This is an optimization exercise on Yosys and OpenROAD, whose aim is small area, not a production implementation. Function was checked by simulation only, so behaviour that the tests miss may differ from the original. Power and IR drop assume default switching activity.

Design aqueduct_codec, start of the top module:
module aqueduct_codec(
    input         clk,
    input         rst,
    input  [63:0] s_axis_tdata,
    input   [7:0] s_axis_tkeep,
    input   [7:0] s_axis_tuser,
    input   [7:0] s_axis_tdest,
    input         s_axis_tlast,
    input         s_axis_tvalid,
    output        s_axis_tready,
    input         s_pause,
    input         s_send_pause,
    input         rx_almost_full,
    input         rx_almost_empty,
    output [63:0] tx_payload,
    output  [1:0] tx_header,
    input  [63:0] rx_payload,
    input   [1:0] rx_header,
    input         rx_valid,
    output [63:0] m_axis_tdata,
    output  [7:0] m_axis_tkeep,
    output  [7:0] m_axis_tuser,
    output  [7:0] m_axis_tdest,
    output        m_axis_tlast,
    output        m_axis_tvalid,
    output        m_error,
    output        m_pause,
    output        m_unpause,
    output  [7:0] m_pause_src
);
Size in the first run: roughly 930 cells after synthesis, roughly 330 I/O pins, roughly 12000 um2 of cells after synthesis.
==> flow/config.mk <==
export PLATFORM = sky130hd
export DESIGN_NAME = aqueduct_codec
export DESIGN_NICKNAME = aqueduct_codec
export VERILOG_FILES = /design/flow/design.v
export SDC_FILE = /design/flow/constraint.sdc
export NUM_CORES = 4
export LEC_CHECK = 0
export CAP_MARGIN = 20
export CORE_MARGIN = 2
export CORE_UTILIZATION = 70
export CTS_BUF_LIST = sky130_fd_sc_hd__clkbuf_16
export CTS_CLUSTER_DIAMETER = 150
export CTS_CLUSTER_SIZE = 28
export SLEW_MARGIN = 20
==> flow/constraint.sdc <==
create_clock -name core_clock -period 4.5 [get_ports {clk}]
set_input_delay 0.9000 -clock core_clock [delete_from_list [all_inputs] [get_ports {clk}]]
set_output_delay 0.9000 -clock core_clock [all_outputs]
set_load 0.01 [all_outputs]
standard.sh (not shown) runs the stock make flow with config.mk's settings and CLKGATE_MAP_FILE= SYNTH_SCRIPT=/design/flow/synth_recipe.tcl, a recipe that flattens the netlist after the stock synthesis.
==> flow/flow/run.sh <==
#!/bin/bash
# The standard layout with two changes:
#  - synthesis maps the logic with an area-oriented ABC script (flow/area.abc);
#    everything else in synthesis (registers, flattening, renaming) is the standard flow's own
#  - port buffers are made of the smallest buffer cell
set -euo pipefail
HERE=$(pwd)
FLOWDIR=$(cd "$(dirname "$0")" && pwd)
cp "$FLOWDIR/area.abc" "$HERE/area.abc"
{
  echo "proc abc {args} {"
  echo "  set i [lsearch -exact \$args -script]"
  echo "  if {\$i >= 0} { lset args [expr {\$i + 1}] $HERE/area.abc }"
  echo "  yosys abc {*}\$args"
  echo "}"
  cat "$HERE/synth_recipe.tcl"
} > "$HERE/area_synth.tcl"
sed "s#SYNTH_SCRIPT=[^ ]*#SYNTH_SCRIPT=$HERE/area_synth.tcl#" standard.sh > my_standard.sh
grep -q "SYNTH_SCRIPT=$HERE/area_synth.tcl" my_standard.sh
export BUFFER_PORTS_ARGS="-buffer_cell sky130_fd_sc_hd__buf_1"
bash my_standard.sh > flow_run.log 2>&1
==> flow/flow/area.abc <==
strash
&get -n
&fraig -x
&put
scorr
dc2
dretime
strash
&get -n
&deepsyn -T 60
&put
strash
&get -n
&dch -f
&nf -R 1000
&put
The first run completed with no timing, DRC or antenna violations.
==> next run, changes <==
Settings changed: CORE_UTILIZATION 70 to 65.
Design area falls slightly.
Die area rises by a little under a tenth.
Power falls slightly.
Clock skew falls by 3.7 ps.
Clock power barely changes.
Synthesized cell count falls slightly.
Wire length falls by a little under a tenth.
Critical path depth falls by 1.
Setup slack improved by 5.1 ps.

========
Another version of the RTL of aqueduct_codec (not shown whole).
Size: roughly 1400 cells after synthesis, ~350 flip-flops, about 330 I/O pins, about 15000 um2 of cells after synthesis.
==> flow/design.v (excerpt) <==
module aqueduct_codec(
    input         clk,
    input         rst,
    input  [63:0] s_axis_tdata,
    input   [7:0] s_axis_tkeep,
    input   [7:0] s_axis_tuser,
    input   [7:0] s_axis_tdest,
    input         s_axis_tlast,
    input         s_axis_tvalid,
    output        s_axis_tready,
    input         s_pause,
    input         s_send_pause,
    input         rx_almost_full,
    input         rx_almost_empty,
    output [63:0] tx_payload,
    output  [1:0] tx_header,
    input  [63:0] rx_payload,
    input   [1:0] rx_header,
    input         rx_valid,
    output [63:0] m_axis_tdata,
    output  [7:0] m_axis_tkeep,
    output  [7:0] m_axis_tuser,
    output  [7:0] m_axis_tdest,
    output        m_axis_tlast,
    output        m_axis_tvalid,
    output        m_error,
    output        m_pause,
    output        m_unpause,
    output  [7:0] m_pause_src
);
clock: 4.5 ns
lec_check: 0
cap_margin: 20
core_margin: 2
core_utilization: 65
cts_buf_list: sky130_fd_sc_hd__clkbuf_16
cts_cluster_diameter: 150
cts_cluster_size: 30
slew_margin: 20
==> flow/flow/run.sh <==
#!/bin/bash
cp standard.sh standard_sh.log 2>/dev/null
export BUFFER_PORTS_ARGS="-buffer_cell sky130_fd_sc_hd__buf_1"
bash standard.sh > standard_run.log 2>&1
The starting point finished with timing, DRC and antenna clean.
Rerun with:
- CORE_UTILIZATION: 65 -> 40
- CTS_BUF_LIST: sky130_fd_sc_hd__clkbuf_16 -> sky130_fd_sc_hd__clkbuf_8
- CTS_CLUSTER_DIAMETER: 150 -> not set
Final area is higher by 6.9%.
Routed wire length goes up by 10%.
Worst setup slack loses 0.15 ns.
Rerun with:
==> flow/flow/run.sh (replaced) <==
#!/bin/bash
# The standard layout with two changes:
#  - synthesis maps the logic with an area-oriented ABC script (flow/area.abc);
#    everything else in synthesis (registers, flattening, renaming) is the standard flow's own
#  - port buffers are made of the smallest buffer cell
set -euo pipefail
HERE=$(pwd)
FLOWDIR=$(cd "$(dirname "$0")" && pwd)
cp "$FLOWDIR/area.abc" "$HERE/area.abc"
{
  echo "proc abc {args} {"
  echo "  set i [lsearch -exact \$args -script]"
  echo "  if {\$i >= 0} { lset args [expr {\$i + 1}] $HERE/area.abc }"
  echo "  yosys abc {*}\$args"
  echo "}"
  cat "$HERE/synth_recipe.tcl"
} > "$HERE/area_synth.tcl"
sed "s#SYNTH_SCRIPT=[^ ]*#SYNTH_SCRIPT=$HERE/area_synth.tcl#" standard.sh > my_standard.sh
grep -q "SYNTH_SCRIPT=$HERE/area_synth.tcl" my_standard.sh
export BUFFER_PORTS_ARGS="-buffer_cell sky130_fd_sc_hd__buf_1"
bash my_standard.sh > flow_run.log 2>&1
==> flow/flow/area.abc (new file) <==
strash
&get -n
&fraig -x
&put
scorr
dc2
dretime
strash
&get -n
&dch -f
&nf -R 1000
&put
strash
&get -n
&dch -f
&nf -R 1000
&put
- CORE_UTILIZATION: 40 -> 65
- CTS_BUF_LIST: sky130_fd_sc_hd__clkbuf_8 -> sky130_fd_sc_hd__clkbuf_16
- CTS_CLUSTER_DIAMETER: not set -> 150
- CTS_CLUSTER_SIZE: 30 -> 24
Core utilization goes up by 29 points.
Routed wire length fell by 17%.
Final area came out lower by about 11%.
Fmax climbs by about 0.9%.
Synthesized area drops by 9.7%.
Count of clock-buffer cells in the layout fell by 60.
Die area falls by about 44%.
Flip-flop and latch count is unchanged.
Via count came out lower by 11%.
Total power went down by 16%.
Rerun with:
==> flow/flow/run.sh (replaced) <==
#!/bin/bash
cp standard.sh standard_sh.log 2>/dev/null
export BUFFER_PORTS_ARGS="-buffer_cell sky130_fd_sc_hd__buf_1"
bash standard.sh > standard_run.log 2>&1
- CORE_UTILIZATION: 65 -> 40
- CTS_BUF_LIST: sky130_fd_sc_hd__clkbuf_16 -> not set
- CTS_CLUSTER_DIAMETER: 150 -> not set
- CTS_CLUSTER_SIZE: 24 -> not set
removed: flow/flow/area.abc
First-iteration DRC count fell by a quarter to a third.
Die area rose by well over a third.
Non-clock buffer count came out higher by 8.
Via count grows by roughly a tenth.
Critical path depth falls by 4.
Worst hold slack gets worse by 0.0095 ns.
Register-to-register slack loses 0.06 ns.
Setup slack improved by 0.098 ns.
Clock skew stays flat.
Rerun with:
- ABC_AREA: not set -> 1
- CORE_UTILIZATION: 40 -> 65
- CTS_BUF_LIST: not set -> sky130_fd_sc_hd__clkbuf_16
- CTS_CLUSTER_DIAMETER: not set -> 150
- CTS_CLUSTER_SIZE: not set -> 24
After rerunning:
- flip-flop and latch count is unchanged
- synthesized cell count climbs by 28%
- fmax climbs by 3.2%
- routed wire length drops by 5.9%
- non-clock buffer count drops by 15
- cell area drops by 6.4%
- first-iteration DRC count climbs by 91%
- total power drops by 16%
Rerun with:
- ABC_AREA: 1 -> not set
- CORE_UTILIZATION: 65 -> 40
- CTS_BUF_LIST: sky130_fd_sc_hd__clkbuf_16 -> sky130_fd_sc_hd__clkbuf_4
- CTS_CLUSTER_DIAMETER: 150 -> not set
- CTS_CLUSTER_SIZE: 24 -> not set
The new run finished with timing, DRC and antenna clean.
Routed wire length is higher by 6.9%.
Setup slack got worse by 0.24 ns.
Fmax is lower by 5.4%.
Clock skew is higher by 0.029 ns.
Final cell count is lower by 1.6%.
Synthesized area is higher by 0.45%.
Global-route usage is lower by 11 points.
Hold slack got worse by 0.062 ns.
Sequential cell count is unchanged.

========
== the reference run ==
Another version of the RTL of aqueduct_codec (not shown whole).
Size in the first run: ~1,100 cells after synthesis, roughly 350 flip-flops, about 330 I/O pins, roughly 14,000 sq um of cells after synthesis.
clock: 4.5 ns
lec_check: 0
cap_margin: 20
core_margin: 2
core_utilization: 65
cts_buf_list: sky130_fd_sc_hd__clkbuf_16
cts_cluster_diameter: 150
cts_cluster_size: 28
slew_margin: 20
==> flow/flow/run.sh <==
#!/bin/bash
# The standard layout with two changes:
#  - synthesis maps the logic with an area-oriented ABC script (flow/area.abc);
#    everything else in synthesis (registers, flattening, renaming) is the standard flow's own
#  - port buffers are made of the smallest buffer cell
set -euo pipefail
HERE=$(pwd)
FLOWDIR=$(cd "$(dirname "$0")" && pwd)
cp "$FLOWDIR/area.abc" "$HERE/area.abc"
{
  echo "proc abc {args} {"
  echo "  set i [lsearch -exact \$args -script]"
  echo "  if {\$i >= 0} { lset args [expr {\$i + 1}] $HERE/area.abc }"
  echo "  yosys abc {*}\$args"
  echo "}"
  cat "$HERE/synth_recipe.tcl"
} > "$HERE/area_synth.tcl"
sed "s#SYNTH_SCRIPT=[^ ]*#SYNTH_SCRIPT=$HERE/area_synth.tcl#" standard.sh > my_standard.sh
grep -q "SYNTH_SCRIPT=$HERE/area_synth.tcl" my_standard.sh
export BUFFER_PORTS_ARGS="-buffer_cell sky130_fd_sc_hd__buf_1"
bash my_standard.sh > flow_run.log 2>&1
==> flow/flow/area.abc <==
strash
&get -n
&fraig -x
&put
scorr
dc2
dretime
strash
&get -n
&dch -f
&nf -R 1000
&put
strash
&get -n
&dch -f
&nf -R 1000
&put
The reference run finished end to end and its layout was clean on timing, DRC and antenna.
## Diff of input files: the trial run against the reference run
Settings: CTS_CLUSTER_SIZE: 28 -> 32.
==> flow/flow/area.abc <==
strash
&get -n
&fraig -x
&put
scorr
dc2
dretime
strash
&get -n
&deepsyn -T 60
&put
strash
&get -n
&dch -f
&nf -R 1000
&put
&get -n
&deepsyn -T 60
&put
strash
&get -n
&dch -f
&nf -R 1000
&put
### Flow results
For fraction of the mapped netlist area in adder cells, the reference run and the trial run come out practically identical. Taking the reference run as 1.0, the trial run lands at 0.818 on routed wire length on met2. Changes observed in the trial run relative to the reference run: worst setup slack shows a reduction of 0.072 ns; number of non-clock buffers shrank by 15. In the trial run the clock-buffer cell count turned out 1 lower than in the reference run. The run with more routed wire is the reference run, not the trial run. Diff the reference run -> the trial run: setup slack after placement saw a decrease; via count saw a decrease; post-synthesis net count saw a decrease. Total iterations of the first detailed-routing run delta for the trial run relative to the reference run: 2 lower.

port drivers added, routing unchanged:
How much do the figures lean on ideal ports? The routed layouts below were timed once more, with nothing changed but the port constraints. Step 1 sets driving cells, clkbuf_16 on the clock port and buf_2 on the other inputs (assumed; they add their load-dependent delay and slew). Step 2, shift: input delay + t, output delay - t, t = (earliest + latest rising clock arrival at the registers) / 2. This alone moves slack from input paths to output paths. a / b / c = ideal / step 1 / step 2; a / b = the first two.
run | t, ns | setup WS [ns] | hold WS [ns] | worst setup path after step 2
the first run of note 1 | 0.536 | 0.151 / 0.104 / 0.426 | 0.335 / 0.335 / 0.335 | input to output
the second run of note 1 | 0.538 | 0.156 / 0.108 / 0.257 | 0.350 / 0.350 / 0.350 | input to register
the first run of note 2 | 0.555 | 0.233 / 0.182 / 0.737 | 0.352 / 0.352 / 0.352 | register to output
the second run of note 2 | 0.686 | 0.078 / 0.031 / 0.670 | 0.340 / 0.340 / 0.340 | input to output
the third run of note 2 | 0.561 | 0.119 / 0.070 / 0.473 | 0.348 / 0.348 / 0.348 | input to register
the fourth run of note 2 | 0.600 | 0.216 / 0.163 / 0.669 | 0.339 / 0.339 / 0.339 | input to output
the fifth run of note 2 | 0.561 | 0.351 / 0.302 / 0.753 | 0.348 / 0.348 / 0.348 | input to output
the sixth run of note 2 | 0.802 | 0.115 / 0.062 / 0.676 | 0.285 / 0.255 / 0.340 | input to output
the reference run | 0.569 | 0.213 / 0.165 / 0.649 | 0.351 / 0.351 / 0.351 | input to register
the trial run | 0.523 | 0.141 / 0.094 / 0.617 | 0.356 / 0.356 / 0.356 | register to output
After both steps setup and hold are still met in every run listed.
